From an optimization exercise on the open Yosys and OpenROAD flow, aimed at small area and a short achievable clock period; shortcuts taken in it are not production practice.
No activity file was given, so power comes from the tool's default toggle rates.

==> flow/design.v <==
module axis_aoi222 #(parameter WIDTH = 44)(
    input logic [WIDTH - 1:0] a1, a2, b1, b2, c1, c2,
    output logic [WIDTH - 1:0] y
);
    assign y = ~((a1 & a2) | (b1 & b2) | (c1 & c2));
endmodule
module axis_payload_sel #(parameter DEPTH = 8)(
    input logic start, ready, v, x0, x1, y0, y1,
    input logic [DEPTH - 1:0] nx, nx_hold,
    output logic en_b,
    output logic [DEPTH - 1:0] sel
);
    logic g;
    assign g    = v & ~(start & (ready ? x1 : x0));
    assign en_b = v & start & (ready ? y1 : y0);
    assign sel  = {DEPTH{g}} & (ready ? nx : nx_hold);
endmodule
module axis_nand3 #(parameter WIDTH = 44)(
    input logic [WIDTH - 1:0] a, b, c,
    output logic [WIDTH - 1:0] y
);
    assign y = ~(a & b & c);
endmodule
module axis_master(
    input logic bk_start,
    input logic [31:0] bk_data,
    input logic [3:0] bk_tstrb,
    input logic [3:0] bk_tkeep,
    input logic [1:0] bk_tid,
    input logic [1:0] bk_user,
    output logic bk_nordy,
    output logic bk_done,
    input axi_aclk,
    input axi_aresetn,
    output logic axis_tvalid,
    output logic [31:0] axis_tdata,
    output logic [3:0] axis_tstrb,
    output logic [3:0] axis_tkeep,
    output logic axis_tlast,
    output logic [1:0] axis_tid,
    output logic [1:0] axis_tuser,
    input axis_tready
);
    localparam DEPTH = 8, WIDTH = 44;
    logic [WIDTH - 1:0] fifo [DEPTH - 1:0];
    logic [WIDTH - 1:0] din, o_q, o_n;
    logic [7:0] d_q, d_n, w_q, w_n, cnt_q, cnt_n, nx_q, nx_n;
    logic s_q, v_q, l_q, nordy_q, v_n;
    logic full_q, full_n, wr, rd;
    assign din = {bk_data, bk_tstrb, bk_tkeep, bk_tid, bk_user};
    assign wr   = bk_start & ~full_q;
    assign rd   = s_q & v_q & axis_tready;
    logic [7:0] w_inc;
    logic d_is0, d_is1, d_is2, d_is255, w_is0, w_is1, w_is255;
    logic gt1_inc, gt1_dec, gt1_same, v_inc, v_dec, v_same0, v_same1, v_clr;
    logic [7:0] nx_rot;
    logic [7:0] d_all1, d_all0, w_all1, d_tgl;
    logic up, dn;
    always_comb begin
        d_all1[0] = 1'b1;
        d_all0[0] = 1'b1;
        w_all1[0] = 1'b1;
        for (int i = 1; i < 8; i++) begin
            d_all1[i] = d_all1[i - 1] & d_q[i - 1];
            d_all0[i] = d_all0[i - 1] & ~d_q[i - 1];
            w_all1[i] = w_all1[i - 1] & w_q[i - 1];
        end
    end
    assign w_inc = w_q ^ w_all1;
    assign up    = wr & ~rd;
    assign dn    = rd & ~wr;
    assign d_tgl = ({8{up}} & d_all1) | ({8{dn}} & d_all0);
    assign d_is0   = (d_q == 8'd0);
    assign d_is1   = (d_q == 8'd1);
    assign d_is2   = (d_q == 8'd2);
    assign d_is255 = (d_q == 8'd255);
    assign w_is0   = (w_q == 8'd0);
    assign w_is1   = (w_q == 8'd1);
    assign w_is255 = (w_q == 8'd255);
    assign gt1_same = ~d_is0 & ~d_is1;
    assign gt1_inc  = ~d_is0 & ~d_is255;
    assign gt1_dec  = ~d_is1 & ~d_is2;
    assign v_inc    = gt1_inc | (d_is0 & w_is0 & ~v_q);    
    assign v_dec    = gt1_dec;                             
    assign v_same0  = gt1_same | (d_is1 & w_is1 & ~v_q);   
    assign v_same1  = gt1_same;                            
    assign v_clr    = ~w_is255;                            
    always_comb begin
        if (l_q) begin
            w_n = wr ? w_inc : 8'd0;
            d_n = wr ? w_inc : 8'd0;
            v_n = wr & v_clr;
        end
        else begin
            w_n = wr ? w_inc : w_q;
            d_n = d_q ^ d_tgl;
            case ({wr, rd})
                2'b10:   v_n = v_inc;
                2'b01:   v_n = v_dec;
                2'b11:   v_n = v_same1;
                default: v_n = v_same0;
            endcase
        end
    end
    always_comb begin
        if (l_q)
            full_n = wr & (w_q == 8'd7);
        else if (up)
            full_n = (d_q == 8'd7);
        else if (dn)
            full_n = (d_q == 8'd9);
        else
            full_n = full_q;
    end
    assign nx_rot = {nx_q[6:0], nx_q[7]};
    always_comb begin
        if (~v_q)      nx_n = 8'b0000_0001;
        else if (~s_q) nx_n = 8'b0000_0010;
        else if (rd)   nx_n = nx_rot;
        else           nx_n = nx_q;
    end
    logic [7:0] c_all1;
    always_comb begin
        c_all1[0] = 1'b1;
        for (int i = 1; i < 8; i++)
            c_all1[i] = c_all1[i - 1] & cnt_q[i - 1];
    end
    assign cnt_n = (s_q & ~axis_tready) ? cnt_q ^ c_all1 : 8'd0;
    logic en_b, dl0, dl1, sv;
    logic x0, x1, y0, y1;
    logic [DEPTH - 1:0] sel, nx_hold;
    logic dl0_q, dl1_q, d255_q;
    assign dl0 = dl0_q;
    assign dl1 = dl1_q;
    assign sv  = s_q & v_q;
    assign x0  = ~full_q & (d255_q | dl0);
    assign x1  = ~full_q & (sv ? dl1 : (d255_q | dl0));
    assign y0  = ~full_q & dl0 & ~d255_q;
    assign y1  = ~full_q & (sv ? dl1 : (dl0 & ~d255_q));
    assign nx_hold = s_q ? {nx_q[0], nx_q[7:1]} : nx_q;
    axis_payload_sel #(.DEPTH(DEPTH)) payload_sel(
        .start(bk_start), .ready(axis_tready), .v(v_q),
        .x0(x0), .x1(x1), .y0(y0), .y1(y1),
        .nx(nx_q), .nx_hold(nx_hold),
        .en_b(en_b), .sel(sel));
    logic [WIDTH - 1:0] grp0, grp1, grp2;
    axis_aoi222 #(.WIDTH(WIDTH)) payload_g0(
        .a1({WIDTH{sel[0]}}), .a2(fifo[0]),
        .b1({WIDTH{sel[1]}}), .b2(fifo[1]),
        .c1({WIDTH{sel[2]}}), .c2(fifo[2]),
        .y(grp0));
    axis_aoi222 #(.WIDTH(WIDTH)) payload_g1(
        .a1({WIDTH{sel[3]}}), .a2(fifo[3]),
        .b1({WIDTH{sel[4]}}), .b2(fifo[4]),
        .c1({WIDTH{sel[5]}}), .c2(fifo[5]),
        .y(grp1));
    axis_aoi222 #(.WIDTH(WIDTH)) payload_g2(
        .a1({WIDTH{sel[6]}}), .a2(fifo[6]),
        .b1({WIDTH{sel[7]}}), .b2(fifo[7]),
        .c1({WIDTH{en_b}}),   .c2(din),
        .y(grp2));
    axis_nand3 #(.WIDTH(WIDTH)) payload_or(
        .a(grp0), .b(grp1), .c(grp2),
        .y(o_n));
    always_ff @(posedge axi_aclk) begin
        for (int i = 0; i < DEPTH; i++)
            if (bk_start & ~full_q & (w_q[2:0] == i)) fifo[i] <= din;
    end
    always_ff @(posedge axi_aclk or negedge axi_aresetn) begin
        if (~axi_aresetn) begin
            d_q     <= 8'd0;
            w_q     <= 8'd0;
            cnt_q   <= 8'd0;
            nx_q    <= 8'b0000_0001;
            full_q  <= 1'b0;
            dl0_q   <= 1'b1;
            dl1_q   <= 1'b0;
            d255_q  <= 1'b0;
            s_q     <= 1'b0;
            v_q     <= 1'b0;
            l_q     <= 1'b0;
            nordy_q <= 1'b0;
            o_q     <= '0;
        end
        else begin
            d_q     <= d_n;
            w_q     <= w_n;
            cnt_q   <= cnt_n;
            nx_q    <= nx_n;
            full_q  <= full_n;
            dl0_q   <= (d_n[2:0] == 3'd0);
            dl1_q   <= (d_n[2:0] == 3'd1);
            d255_q  <= (d_n == 8'd255);
            s_q     <= v_q;
            v_q     <= v_n;
            l_q     <= v_q & ~v_n;
            nordy_q <= s_q & ~axis_tready & (cnt_q >= 8'd4) & (cnt_q != 8'd255);
            o_q     <= o_n;
        end
    end
    assign axis_tvalid = s_q;
    assign axis_tlast  = l_q;
    assign bk_done     = l_q;
    assign bk_nordy    = nordy_q;
    assign {axis_tdata, axis_tstrb, axis_tkeep, axis_tid, axis_tuser} = o_q;
endmodule
make LEC_CHECK=0 CAP_MARGIN=20 CORE_MARGIN=2 CORE_UTILIZATION=40 CTS_CLUSTER_DIAMETER=100 CTS_CLUSTER_SIZE=20 SETUP_SLACK_MARGIN=3.0 SLEW_MARGIN=20 SYNTH_HIERARCHICAL=1 finish   # period 5.0 ns
run.sh (not shown) runs the stock make flow with config.mk's settings and CLKGATE_MAP_FILE= SYNTH_SCRIPT=/design/flow/synth_recipe.tcl, a recipe that flattens the netlist after the stock synthesis.
Change:
--- a/flow/design.v
+++ b/flow/design.v
@@ -55,4 +55,5 @@
     logic gt1_inc, gt1_dec, gt1_same, v_inc, v_dec, v_same0, v_same1, v_clr;
     logic [7:0] nx_rot;
+    logic [2:0] dl;
     logic [7:0] d_all1, d_all0, w_all1, d_tgl;
     logic up, dn;
@@ -130,12 +131,12 @@
     logic x0, x1, y0, y1;
     logic [DEPTH - 1:0] sel, nx_hold;
-    logic dl0_q, dl1_q, d255_q;
-    assign dl0 = dl0_q;
-    assign dl1 = dl1_q;
+    assign dl  = d_q[2:0];
+    assign dl0 = (dl == 3'd0);
+    assign dl1 = (dl == 3'd1);
     assign sv  = s_q & v_q;
-    assign x0  = ~full_q & (d255_q | dl0);
-    assign x1  = ~full_q & (sv ? dl1 : (d255_q | dl0));
-    assign y0  = ~full_q & dl0 & ~d255_q;
-    assign y1  = ~full_q & (sv ? dl1 : (dl0 & ~d255_q));
+    assign x0  = ~full_q & (d_is255 | dl0);
+    assign x1  = ~full_q & (sv ? dl1 : (d_is255 | dl0));
+    assign y0  = ~full_q & dl0 & ~d_is255;
+    assign y1  = ~full_q & (sv ? dl1 : (dl0 & ~d_is255));
     assign nx_hold = s_q ? {nx_q[0], nx_q[7:1]} : nx_q;
     axis_payload_sel #(.DEPTH(DEPTH)) payload_sel(
@@ -174,7 +175,4 @@
             nx_q    <= 8'b0000_0001;
             full_q  <= 1'b0;
-            dl0_q   <= 1'b1;
-            dl1_q   <= 1'b0;
-            d255_q  <= 1'b0;
             s_q     <= 1'b0;
             v_q     <= 1'b0;
@@ -189,7 +187,4 @@
             nx_q    <= nx_n;
             full_q  <= full_n;
-            dl0_q   <= (d_n[2:0] == 3'd0);
-            dl1_q   <= (d_n[2:0] == 3'd1);
-            d255_q  <= (d_n == 8'd255);
             s_q     <= v_q;
             v_q     <= v_n;
Effect: Clock-buffer cell count went up by 1. Via count goes down by 3.7%. Power falls by 6.6%. Die area fell by 0.78%. Cell area is lower by 4.3%. Non-clock buffer count falls by 35. Synthesized area falls by about 0.8%. Global-route usage decreases by 1.3 points. Clock power barely changes. Routed wire length decreases by about 8%. Setup slack improved by 0.13 ns. Fmax went up by about 5%. Cell count shrinks by about 2.6%. Core utilization went down by 2.0 points.
No functional check of the RTL was part of any run of this note.

---

axis_master, a different RTL version from the one above (not shown whole).
Size in the first run: about 840 cells after synthesis, about 440 flip-flops, about 0.016 sq mm of cells after synthesis.
==> module axis_master, before the edit <==
module axis_master(
    input logic bk_start,
    input logic [31:0] bk_data,
    input logic [3:0] bk_tstrb,
    input logic [3:0] bk_tkeep,
    input logic [1:0] bk_tid,
    input logic [1:0] bk_user,
    output logic bk_nordy,
    output logic bk_done,
    input axi_aclk,
    input axi_aresetn,
    output logic axis_tvalid,
    output logic [31:0] axis_tdata,
    output logic [3:0] axis_tstrb,
    output logic [3:0] axis_tkeep,
    output logic axis_tlast,
    output logic [1:0] axis_tid,
    output logic [1:0] axis_tuser,
    input axis_tready
);
    localparam DEPTH = 8, WIDTH = 44;
    logic [WIDTH - 1:0] fifo [DEPTH - 1:0];
    logic [WIDTH - 1:0] din, o_q, o_n;
    logic [7:0] d_q, d_n, w_q, w_n, cnt_q, cnt_n, nx_q, nx_n;
    logic s_q, v_q, l_q, nordy_q, v_n;
    logic full_q, full_n, wr, rd, byp, hold, show;
    logic [DEPTH - 1:0] ws_q, ws_n;    
    assign din = {bk_data, bk_tstrb, bk_tkeep, bk_tid, bk_user};
    assign wr   = bk_start & ~full_q;
    assign rd   = s_q & v_q & axis_tready;
    logic [7:0] w_inc;
    logic d_is0, d_is1, d_is2, d_is255, w_is0, w_is1, w_is255;
    logic gt1_inc, gt1_dec, gt1_same, v_inc, v_dec, v_same0, v_same1, v_clr;
    logic [7:0] nx_rot;
    logic [2:0] dl;
    logic [7:0] d_all1, d_all0, w_all1, d_tgl;
    logic up, dn;
    always_comb begin
        d_all1[0] = 1'b1;
        d_all0[0] = 1'b1;
        w_all1[0] = 1'b1;
        for (int i = 1; i < 8; i++) begin
            d_all1[i] = d_all1[i - 1] & d_q[i - 1];
            d_all0[i] = d_all0[i - 1] & ~d_q[i - 1];
            w_all1[i] = w_all1[i - 1] & w_q[i - 1];
        end
    end
    assign w_inc = w_q ^ w_all1;
    assign up    = wr & ~rd;
    assign dn    = rd & ~wr;
    assign d_tgl = ({8{up}} & d_all1) | ({8{dn}} & d_all0);
    assign d_is0   = (d_q == 8'd0);
    assign d_is1   = (d_q == 8'd1);
    assign d_is2   = (d_q == 8'd2);
    assign d_is255 = (d_q == 8'd255);
    assign w_is0   = (w_q == 8'd0);
    assign w_is1   = (w_q == 8'd1);
    assign w_is255 = (w_q == 8'd255);
    assign gt1_same = ~d_is0 & ~d_is1;
    assign gt1_inc  = ~d_is0 & ~d_is255;
    assign gt1_dec  = ~d_is1 & ~d_is2;
    assign v_inc    = gt1_inc | (d_is0 & w_is0 & ~v_q);    
    assign v_dec    = gt1_dec;                             
    assign v_same0  = gt1_same | (d_is1 & w_is1 & ~v_q);   
    assign v_same1  = gt1_same;                            
    assign v_clr    = ~w_is255;                            
    always_comb begin
        if (l_q) begin
            w_n = wr ? w_inc : 8'd0;
            d_n = wr ? w_inc : 8'd0;
            v_n = wr & v_clr;
        end
        else begin
            w_n = wr ? w_inc : w_q;
            d_n = d_q ^ d_tgl;
            case ({wr, rd})
                2'b10:   v_n = v_inc;
                2'b01:   v_n = v_dec;
                2'b11:   v_n = v_same1;
                default: v_n = v_same0;
            endcase
        end
    end
    always_comb begin
        if (l_q)
            full_n = wr & (w_q == 8'd7);
        else if (up)
            full_n = (d_q == 8'd7);
        else if (dn)
            full_n = (d_q == 8'd9);
        else
            full_n = full_q;
    end
    always_comb begin
        if (l_q & ~wr) ws_n = 8'b0000_0001;
        else if (wr)   ws_n = {ws_q[6:0], ws_q[7]};
        else           ws_n = ws_q;
    end
    assign nx_rot = {nx_q[6:0], nx_q[7]};
    always_comb begin
        if (~v_q)      nx_n = 8'b0000_0001;
        else if (~s_q) nx_n = 8'b0000_0010;
        else if (rd)   nx_n = nx_rot;
        else           nx_n = nx_q;
    end
    logic [7:0] c_all1;
    always_comb begin
        c_all1[0] = 1'b1;
        for (int i = 1; i < 8; i++)
            c_all1[i] = c_all1[i - 1] & cnt_q[i - 1];
    end
    assign cnt_n = (s_q & ~axis_tready) ? cnt_q ^ c_all1 : 8'd0;
    logic en_b, en_h, en_m;
    logic [DEPTH - 1:0] sel;
    assign dl   = d_q[2:0];
    assign byp  = wr & (rd ? (dl == 3'd1) : (dl == 3'd0));
    assign hold = s_q & ~axis_tready;
    assign show = v_q & ~(d_is255 & wr & ~rd);
    assign en_b = show & byp;
    assign en_h = show & ~byp & hold;
    assign en_m = show & ~byp & ~hold;
    assign sel  = (nx_q & {DEPTH{en_m}}) | ({nx_q[0], nx_q[7:1]} & {DEPTH{en_h}});
    logic [WIDTH - 1:0] grp0, grp1, grp2;
    axis_aoi222 #(.WIDTH(WIDTH)) payload_g0(
        .a1({WIDTH{sel[0]}}), .a2(fifo[0]),
        .b1({WIDTH{sel[1]}}), .b2(fifo[1]),
        .c1({WIDTH{sel[2]}}), .c2(fifo[2]),
        .y(grp0));
    axis_aoi222 #(.WIDTH(WIDTH)) payload_g1(
        .a1({WIDTH{sel[3]}}), .a2(fifo[3]),
        .b1({WIDTH{sel[4]}}), .b2(fifo[4]),
        .c1({WIDTH{sel[5]}}), .c2(fifo[5]),
        .y(grp1));
    axis_aoi222 #(.WIDTH(WIDTH)) payload_g2(
        .a1({WIDTH{sel[6]}}), .a2(fifo[6]),
        .b1({WIDTH{sel[7]}}), .b2(fifo[7]),
        .c1({WIDTH{en_b}}),   .c2(din),
        .y(grp2));
    axis_nand3 #(.WIDTH(WIDTH)) payload_or(
        .a(grp0), .b(grp1), .c(grp2),
        .y(o_n));
    always_ff @(posedge axi_aclk) begin
        for (int i = 0; i < DEPTH; i++)
            if (bk_start & ~full_q & ws_q[i]) fifo[i] <= din;
    end
    always_ff @(posedge axi_aclk or negedge axi_aresetn) begin
        if (~axi_aresetn) begin
            d_q     <= 8'd0;
            w_q     <= 8'd0;
            cnt_q   <= 8'd0;
            nx_q    <= 8'b0000_0001;
            ws_q    <= 8'b0000_0001;
            full_q  <= 1'b0;
            s_q     <= 1'b0;
            v_q     <= 1'b0;
            l_q     <= 1'b0;
            nordy_q <= 1'b0;
            o_q     <= '0;
        end
        else begin
            d_q     <= d_n;
            w_q     <= w_n;
            cnt_q   <= cnt_n;
            nx_q    <= nx_n;
            ws_q    <= ws_n;
            full_q  <= full_n;
            s_q     <= v_q;
            v_q     <= v_n;
            l_q     <= v_q & ~v_n;
            nordy_q <= s_q & ~axis_tready & (cnt_q >= 8'd4) & (cnt_q != 8'd255);
            o_q     <= o_n;
        end
    end
    assign axis_tvalid = s_q;
    assign axis_tlast  = l_q;
    assign bk_done     = l_q;
    assign bk_nordy    = nordy_q;
    assign {axis_tdata, axis_tstrb, axis_tkeep, axis_tid, axis_tuser} = o_q;
endmodule
Settings: LEC_CHECK=0, CAP_MARGIN=20, CORE_MARGIN=2, CORE_UTILIZATION=40, CTS_CLUSTER_DIAMETER=100, CTS_CLUSTER_SIZE=20, SETUP_SLACK_MARGIN=3.0, SLEW_MARGIN=20, SYNTH_HIERARCHICAL=1; clock period 5.0 ns.
Edit:
--- a/flow/design.v
+++ b/flow/design.v
@@ -32,14 +32,13 @@
 );
     localparam DEPTH = 8, WIDTH = 44;
     logic [WIDTH - 1:0] fifo [DEPTH - 1:0];
     logic [WIDTH - 1:0] din, o_q, o_n;
     logic [7:0] d_q, d_n, w_q, w_n, cnt_q, cnt_n, nx_q, nx_n;
     logic s_q, v_q, l_q, nordy_q, v_n;
-    logic full_q, full_n, wr, rd, byp, hold, show;
-    logic [DEPTH - 1:0] ws_q, ws_n;    
+    logic full_q, full_n, wr, rd;
     assign din = {bk_data, bk_tstrb, bk_tkeep, bk_tid, bk_user};
     assign wr   = bk_start & ~full_q;
     assign rd   = s_q & v_q & axis_tready;
     logic [7:0] w_inc;
     logic d_is0, d_is1, d_is2, d_is255, w_is0, w_is1, w_is255;
     logic gt1_inc, gt1_dec, gt1_same, v_inc, v_dec, v_same0, v_same1, v_clr;
@@ -100,17 +99,12 @@
             full_n = (d_q == 8'd7);
         else if (dn)
             full_n = (d_q == 8'd9);
         else
             full_n = full_q;
     end
-    always_comb begin
-        if (l_q & ~wr) ws_n = 8'b0000_0001;
-        else if (wr)   ws_n = {ws_q[6:0], ws_q[7]};
-        else           ws_n = ws_q;
-    end
     assign nx_rot = {nx_q[6:0], nx_q[7]};
     always_comb begin
         if (~v_q)      nx_n = 8'b0000_0001;
         else if (~s_q) nx_n = 8'b0000_0010;
         else if (rd)   nx_n = nx_rot;
         else           nx_n = nx_q;
@@ -119,22 +113,27 @@
     always_comb begin
         c_all1[0] = 1'b1;
         for (int i = 1; i < 8; i++)
             c_all1[i] = c_all1[i - 1] & cnt_q[i - 1];
     end
     assign cnt_n = (s_q & ~axis_tready) ? cnt_q ^ c_all1 : 8'd0;
-    logic en_b, en_h, en_m;
-    logic [DEPTH - 1:0] sel;
-    assign dl   = d_q[2:0];
-    assign byp  = wr & (rd ? (dl == 3'd1) : (dl == 3'd0));
-    assign hold = s_q & ~axis_tready;
-    assign show = v_q & ~(d_is255 & wr & ~rd);
-    assign en_b = show & byp;
-    assign en_h = show & ~byp & hold;
-    assign en_m = show & ~byp & ~hold;
-    assign sel  = (nx_q & {DEPTH{en_m}}) | ({nx_q[0], nx_q[7:1]} & {DEPTH{en_h}});
+    logic en_b, g, dl0, dl1, sv;
+    logic x0, x1, y0, y1;
+    logic [DEPTH - 1:0] sel, nx_hold;
+    assign dl  = d_q[2:0];
+    assign dl0 = (dl == 3'd0);
+    assign dl1 = (dl == 3'd1);
+    assign sv  = s_q & v_q;
+    assign x0  = ~full_q & (d_is255 | dl0);
+    assign x1  = ~full_q & (sv ? dl1 : (d_is255 | dl0));
+    assign y0  = ~full_q & dl0 & ~d_is255;
+    assign y1  = ~full_q & (sv ? dl1 : (dl0 & ~d_is255));
+    assign g    = v_q & ~(bk_start & (axis_tready ? x1 : x0));
+    assign en_b = v_q & bk_start & (axis_tready ? y1 : y0);
+    assign nx_hold = s_q ? {nx_q[0], nx_q[7:1]} : nx_q;
+    assign sel     = {DEPTH{g}} & (axis_tready ? nx_q : nx_hold);
     logic [WIDTH - 1:0] grp0, grp1, grp2;
     axis_aoi222 #(.WIDTH(WIDTH)) payload_g0(
         .a1({WIDTH{sel[0]}}), .a2(fifo[0]),
         .b1({WIDTH{sel[1]}}), .b2(fifo[1]),
         .c1({WIDTH{sel[2]}}), .c2(fifo[2]),
         .y(grp0));
@@ -150,34 +149,32 @@
         .y(grp2));
     axis_nand3 #(.WIDTH(WIDTH)) payload_or(
         .a(grp0), .b(grp1), .c(grp2),
         .y(o_n));
     always_ff @(posedge axi_aclk) begin
         for (int i = 0; i < DEPTH; i++)
-            if (bk_start & ~full_q & ws_q[i]) fifo[i] <= din;
+            if (bk_start & ~full_q & (w_q[2:0] == i)) fifo[i] <= din;
     end
     always_ff @(posedge axi_aclk or negedge axi_aresetn) begin
         if (~axi_aresetn) begin
             d_q     <= 8'd0;
             w_q     <= 8'd0;
             cnt_q   <= 8'd0;
             nx_q    <= 8'b0000_0001;
-            ws_q    <= 8'b0000_0001;
             full_q  <= 1'b0;
             s_q     <= 1'b0;
             v_q     <= 1'b0;
             l_q     <= 1'b0;
             nordy_q <= 1'b0;
             o_q     <= '0;
         end
         else begin
             d_q     <= d_n;
             w_q     <= w_n;
             cnt_q   <= cnt_n;
             nx_q    <= nx_n;
-            ws_q    <= ws_n;
             full_q  <= full_n;
             s_q     <= v_q;
             v_q     <= v_n;
             l_q     <= v_q & ~v_n;
             nordy_q <= s_q & ~axis_tready & (cnt_q >= 8'd4) & (cnt_q != 8'd255);
             o_q     <= o_n;
Effect: The changed run finished with timing, DRC and antenna clean; die area is lower by 1.7%; design area is lower by 1.2%; register-to-register slack is worse by 150 ps; setup slack is worse by 150 ps; utilization is lower by 0.15 points; synthesized cell count is lower by 2.5%.
No run of this note included a check of the RTL's function; only the layout flow was run.

-- separate check: timing with driven ports --
In the flow no input, the clock included, has a driving cell. The finished layouts below were timed again as built, in two steps. Step 1: set_driving_cell puts a clkbuf_16 on axi_aclk and a buf_2 on each other input, an assumption about the parent block. Step 2 also shifts input and output timing later by t, the mid clock arrival at the registers, as if the neighbouring blocks saw the same clock. Three values: ideal, step 1, step 2; two values: the first two.
run	shift t [ns]	setup WS [ns]	hold slack, ns	worst setup path after step 2	worst register clock-pin slew, ns
the first run of note 1	0.619	2.322 / 2.342 / 1.723	0.476 / 0.476 / 0.476	input to register	0.09 / 0.09
the second run of note 1	0.620	2.451 / 2.451 / 2.078	0.458 / 0.458 / 0.458	input to register	0.09 / 0.09
the first run of note 2	0.607	2.767 / 2.720 / 2.114	0.469 / 0.444 / 0.472	input to register	0.09 / 0.09
the second run of note 2	0.611	2.616 / 2.616 / 2.039	0.469 / 0.469 / 0.469	input to register	0.09 / 0.09
After both steps setup and hold are still met in every run listed. The setup slack of the first run of note 2, which loses most, moves by -0.047 ns with the drivers and by -0.653 ns with both steps.
